What follows belongs to an exercise in optimizing a design on an open flow for small area, a short achievable clock period and few clock cycles; a production flow would make more cautious choices. Function was checked by simulation only, so behaviour that the tests miss may differ from the original. Power figures rest on the tool's default switching activity, not on a simulated workload.

==> flow/design.v <==
module draw_lines(
      input          i_clk,
      input          i_reset,
      input   [10:0] i_x0,
      input   [10:0] i_x1,
      input   [10:0] i_y0,
      input   [10:0] i_y1,
      input          i_start,
      input          i_load_fifo,
      output         o_waiting,
      output         o_fifo_full,
      output         o_wr,
      output  [18:0] o_addr
    );
   localparam NR = 11;           
   localparam RW = 38;           
   function [11:0] ks_add;
      input [11:0] a, b;
      input        ci;
      reg   [11:0] p, g, pp, gg;
      integer i, d;
      begin
         p = a ^ b;
         g = a & b;
         gg = {g[11:1], g[0] | (p[0] & ci)};
         pp = p;
         for (d = 1; d < 12; d = d * 2) begin
            for (i = 11; i >= d; i = i - 1) begin
               gg[i] = gg[i] | (pp[i] & gg[i-d]);
               pp[i] = pp[i] & pp[i-d];
            end
         end
         ks_add = p ^ {gg[10:0], ci};
      end
   endfunction
   reg        idle;              
   reg        wr;                
   reg  [3:0] count;             
   reg        full;              
   reg  [NR-1:0] r_v;            
   reg           x_v, y_v, z_v, e_v;
   reg        e_last;            
   wire emit   = ~idle & e_v;    
   wire finish = emit & e_last;  
   wire [NR+3:0] vall = {e_v, z_v, y_v, x_v, r_v};      
   wire [NR+3:0] take;
   genvar gi;
   generate
      for (gi = 1; gi <= NR+3; gi = gi + 1) begin : g_take
         assign take[gi] = vall[gi-1] & (~&vall[NR+3:gi] | finish);
      end
   endgenerate
   assign take[0] = i_load_fifo;
   wire [3:0] count_nx = count + {3'd0, i_load_fifo} - {3'd0, finish};
   always @(posedge i_clk) begin
      if (i_reset) begin
         idle    <= 1'b1;
         wr      <= 1'b0;
         count   <= 4'd0;
         full    <= 1'b0;
         r_v     <= {NR{1'b0}};
         x_v     <= 1'b0;
         y_v     <= 1'b0;
         z_v     <= 1'b0;
         e_v     <= 1'b0;
      end else begin
         idle  <= idle ? ~i_start : (count == 4'd0);
         wr    <= emit;
         count <= count_nx;
         full  <= count_nx == 4'd15;
         r_v   <= (r_v & ~take[NR:1]) | take[NR-1:0];
         x_v   <= (x_v & ~take[NR+1]) | take[NR];
         y_v   <= (y_v & ~take[NR+2]) | take[NR+1];
         z_v   <= (z_v & ~take[NR+3]) | take[NR+2];
         e_v   <= (e_v & ~finish) | take[NR+3];
      end
   end
   assign o_waiting   = idle;
   assign o_fifo_full = full;
   assign o_wr        = wr;
   reg [RW-1:0] r_d [0:NR-1];
   always @(posedge i_clk) begin
      if (take[0])
         r_d[0] <= {i_x0[9:0], i_y0[8:0], i_x1[9:0], i_y1[8:0]};
   end
   generate
      for (gi = 1; gi < NR; gi = gi + 1) begin : g_raw
         always @(posedge i_clk) begin
            if (take[gi])
               r_d[gi] <= r_d[gi-1];
         end
      end
   endgenerate
   wire [9:0] h_x0 = r_d[NR-1][37:28];
   wire [8:0] h_y0 = r_d[NR-1][27:19];
   wire [9:0] h_x1 = r_d[NR-1][18:9];
   wire [8:0] h_y1 = r_d[NR-1][8:0];
   wire [10:0] dxp = {1'b0, h_x1} - {1'b0, h_x0};
   wire [10:0] dxn = {1'b0, h_x0} - {1'b0, h_x1};
   wire  [9:0] dyp = {1'b0, h_y1} - {1'b0, h_y0};
   wire  [9:0] dyn = {1'b0, h_y0} - {1'b0, h_y1};
   reg  [RW-1:0] x_pts;          
   reg     [9:0] x_adx;
   reg     [8:0] x_ady;
   reg           x_sx, x_sy;     
   always @(posedge i_clk) begin
      if (take[NR]) begin
         x_pts <= r_d[NR-1];
         x_sx  <= dxp[10];
         x_sy  <= dyp[9];
         x_adx <= dxp[10] ? dxn[9:0] : dxp[9:0];
         x_ady <= dyp[9]  ? dyn[8:0] : dyp[8:0];
      end
   end
   reg  [RW-1:0] y_pts;
   reg     [9:0] y_adx;
   reg     [8:0] y_ady;
   reg           y_sx, y_sy, y_steep;
   always @(posedge i_clk) begin
      if (take[NR+1]) begin
         y_pts   <= x_pts;
         y_adx   <= x_adx;
         y_ady   <= x_ady;
         y_sx    <= x_sx;
         y_sy    <= x_sy;
         y_steep <= {1'b0, x_ady} > x_adx;
      end
   end
   wire        swap  = y_steep ? y_sy : y_sx;
   reg   [9:0] z_xs;
   reg   [8:0] z_ys;
   reg   [9:0] z_da, z_db;
   reg         z_steep, z_bpos;
   always @(posedge i_clk) begin
      if (take[NR+2]) begin
         z_xs    <= swap ? y_pts[18:9] : y_pts[37:28];
         z_ys    <= swap ? y_pts[8:0]  : y_pts[27:19];
         z_da    <= y_steep ? {1'b0, y_ady} : y_adx;
         z_db    <= y_steep ? y_adx : {1'b0, y_ady};
         z_steep <= y_steep;
         z_bpos  <= ~(y_sx ^ y_sy);
      end
   end
   wire [9:0]  d1 = z_da - z_db;                             
   wire [10:0] e0 = {2'b0, z_da[9:1]} - {1'b0, z_db};        
   reg  [9:0] e_x;
   reg  [8:0] e_y;
   reg [10:0] e_err;             
   reg  [9:0] e_d1;              
   reg  [9:0] e_db;
   reg  [9:0] e_cnt;             
   reg        e_steep, e_bpos;
   wire        e_step   = e_err[10];
   wire [11:0] e_err_s_w  = ks_add({e_err[10], e_err}, {2'b0, e_d1}, 1'b0);
   wire [11:0] e_err_ns_w = ks_add({e_err[10], e_err}, {2'b11, ~e_db}, 1'b1);
   wire [10:0] e_err_s  = e_err_s_w[10:0];
   wire [10:0] e_err_ns = e_err_ns_w[10:0];
   wire        x_mv = ~e_steep | e_step;
   wire        x_up = ~e_steep | e_bpos;
   wire        y_mv =  e_steep | e_step;
   wire        y_up =  e_steep | e_bpos;
   wire  [9:0] e_x_nx = x_mv ? (x_up ? e_x + 10'd1 : e_x - 10'd1) : e_x;
   wire  [8:0] e_y_nx = y_mv ? (y_up ? e_y + 9'd1 : e_y - 9'd1) : e_y;
   always @(posedge i_clk) begin
      if (take[NR+3]) begin
         e_x     <= z_xs;
         e_y     <= z_ys;
         e_err   <= e0;
         e_d1    <= d1;
         e_db    <= z_db;
         e_cnt   <= z_da;
         e_last  <= (z_da == 10'd0);
         e_steep <= z_steep;
         e_bpos  <= z_bpos;
      end else if (emit) begin
         e_x     <= e_x_nx;
         e_y     <= e_y_nx;
         e_err   <= e_step ? e_err_s : e_err_ns;
         e_cnt   <= e_cnt - 10'd1;
         e_last  <= (e_cnt == 10'd1);
      end
   end
   reg [18:0] addr;
   wire [11:0] s_a = {1'b0, e_y, 2'b0};
   wire [11:0] s_b = {3'b0, e_y};
   wire [11:0] s_c = {9'b0, e_x[9:7]};
   wire [11:0] s_sum = s_a ^ s_b ^ s_c;
   wire [11:0] s_cry = (s_a & s_b) | (s_a & s_c) | (s_b & s_c);
   always @(posedge i_clk) begin
      addr[6:0]  <= e_x[6:0];
      addr[18:7] <= ks_add(s_sum, {s_cry[10:0], 1'b0}, 1'b0);
   end
   assign o_addr = addr;
endmodule
make LEC_CHECK=0 ABC_AREA=1 CAP_MARGIN=20 CORE_MARGIN=2 CORE_UTILIZATION=40 CTS_CLUSTER_DIAMETER=100 CTS_CLUSTER_SIZE=20 SETUP_SLACK_MARGIN=3.1 SLEW_MARGIN=20 finish   # period 5.0 ns
run.sh (not shown) runs the stock make flow with config.mk's settings and CLKGATE_MAP_FILE= SYNTH_SCRIPT=/design/flow/synth_recipe.tcl, a recipe that flattens the netlist after the stock synthesis.
Testbench counts at the start, summed over its fixed seeds: cycles 117,974.
Next try:
Settings changed: SETUP_SLACK_MARGIN 3.1 to 3.0.
Effect: The changed run passed the timing, DRC and antenna checks. Synthesized cell count stays the same. Global-route usage falls by 0.93 points. Via count drops by 3.6%. Routed wire length drops by 9.7%.
Next try:
Settings changed: CTS_BUF_LIST set to sky130_fd_sc_hd__clkbuf_8 sky130_fd_sc_hd__clkbuf_16, SETUP_SLACK_MARGIN 3.0 to 2.9.
After rerunning: Die area stays the same. Synthesized cell count does not change. Sequential share of layout area increases by 2.1 points. Cell count is lower by 1.9%. Area after synthesis stays the same. Global-route usage stays flat. Power is about the same. Clock power barely changes. Routed wire length went down by 2.3%.
Next try:
Settings changed: CTS_BUF_LIST sky130_fd_sc_hd__clkbuf_8 sky130_fd_sc_hd__clkbuf_16 to not set, CTS_CLUSTER_SIZE 20 to 25.
After rerunning: Flip-flop and latch count does not change; cell count barely changes; non-clock buffer count grows by 9; clock power shrinks by roughly a tenth; clock-buffer cell count grows by 14; setup slack degrades by 0.030 ns; hold slack improves by 0.0072 ns.
Next try:
Settings changed: CTS_CLUSTER_SIZE 25 to 20.
Via count went up by 0.49%.
Synthesized cell count stays the same.
Sequential cell count is unchanged.
Utilization went up by 0.14 points.
Worst hold slack degrades by 0.0064 ns.
Critical path depth climbs by 6.
Sequential power stays flat.
Global-route usage rises by 0.62 points.
Next try:
Settings changed: SETUP_SLACK_MARGIN 2.9 to 2.7.
After rerunning:
- The changed run finished with timing, DRC and antenna clean
- combinational power barely changes
- non-clock buffer count drops by 37
- wire length is lower by a few percent
- power is lower slightly
- worst hold slack improved by 0.0054 ns
- synthesized area is unchanged
- clock skew decreases by 0.018 ns
- critical path depth goes down by 6

-- what the ideal ports hide --
The flow's constraints put no driver on any port. The routed layouts listed below were extracted and timed again, unchanged, in two steps. Step 1 (the two cells are an assumption about what drives the block):
set clk [get_ports {i_clk}]
set_driving_cell -lib_cell sky130_fd_sc_hd__clkbuf_16 $clk
set_driving_cell -lib_cell sky130_fd_sc_hd__buf_2 [delete_from_list [all_inputs] $clk]
Step 2 moves the port delays by t, midway between the first and last clock arrival at a register: inputs arrive t later, outputs are due t later. That takes back most of the time a late clock gives input paths. Three values: ideal ports, drivers, drivers and shift; two values: the first two.
| run | shift t [ns] | setup WS [ns] | worst setup path after step 2 | latest minus earliest clock arrival (ns) | slew at the worst register clock pin (ns) |
|---|---|---|---|---|---|
| the first run | 0.638 | 2.927 / 2.869 / 2.509 | input to register | 0.045 / 0.046 | 0.09 / 0.09 |
| the second run | 0.630 | 2.953 / 2.898 / 2.431 | input to register | 0.026 / 0.026 | 0.09 / 0.09 |
| the third run | 0.647 | 2.937 / 2.884 / 2.441 | input to register | 0.042 / 0.042 | 0.09 / 0.09 |
| the fourth run | 0.673 | 2.906 / 2.852 / 2.433 | input to register | 0.015 / 0.015 | 0.10 / 0.10 |
| the fifth run | 0.648 | 2.927 / 2.884 / 2.440 | input to register | 0.042 / 0.042 | 0.09 / 0.09 |
| the sixth run | 0.635 | 2.772 / 2.714 / 2.269 | input to register | 0.025 / 0.025 | 0.09 / 0.09 |
After both steps every run listed still meets setup and hold. For the second run, which loses most, drivers alone change the setup slack by -0.055 ns; drivers and shift together by -0.522 ns.
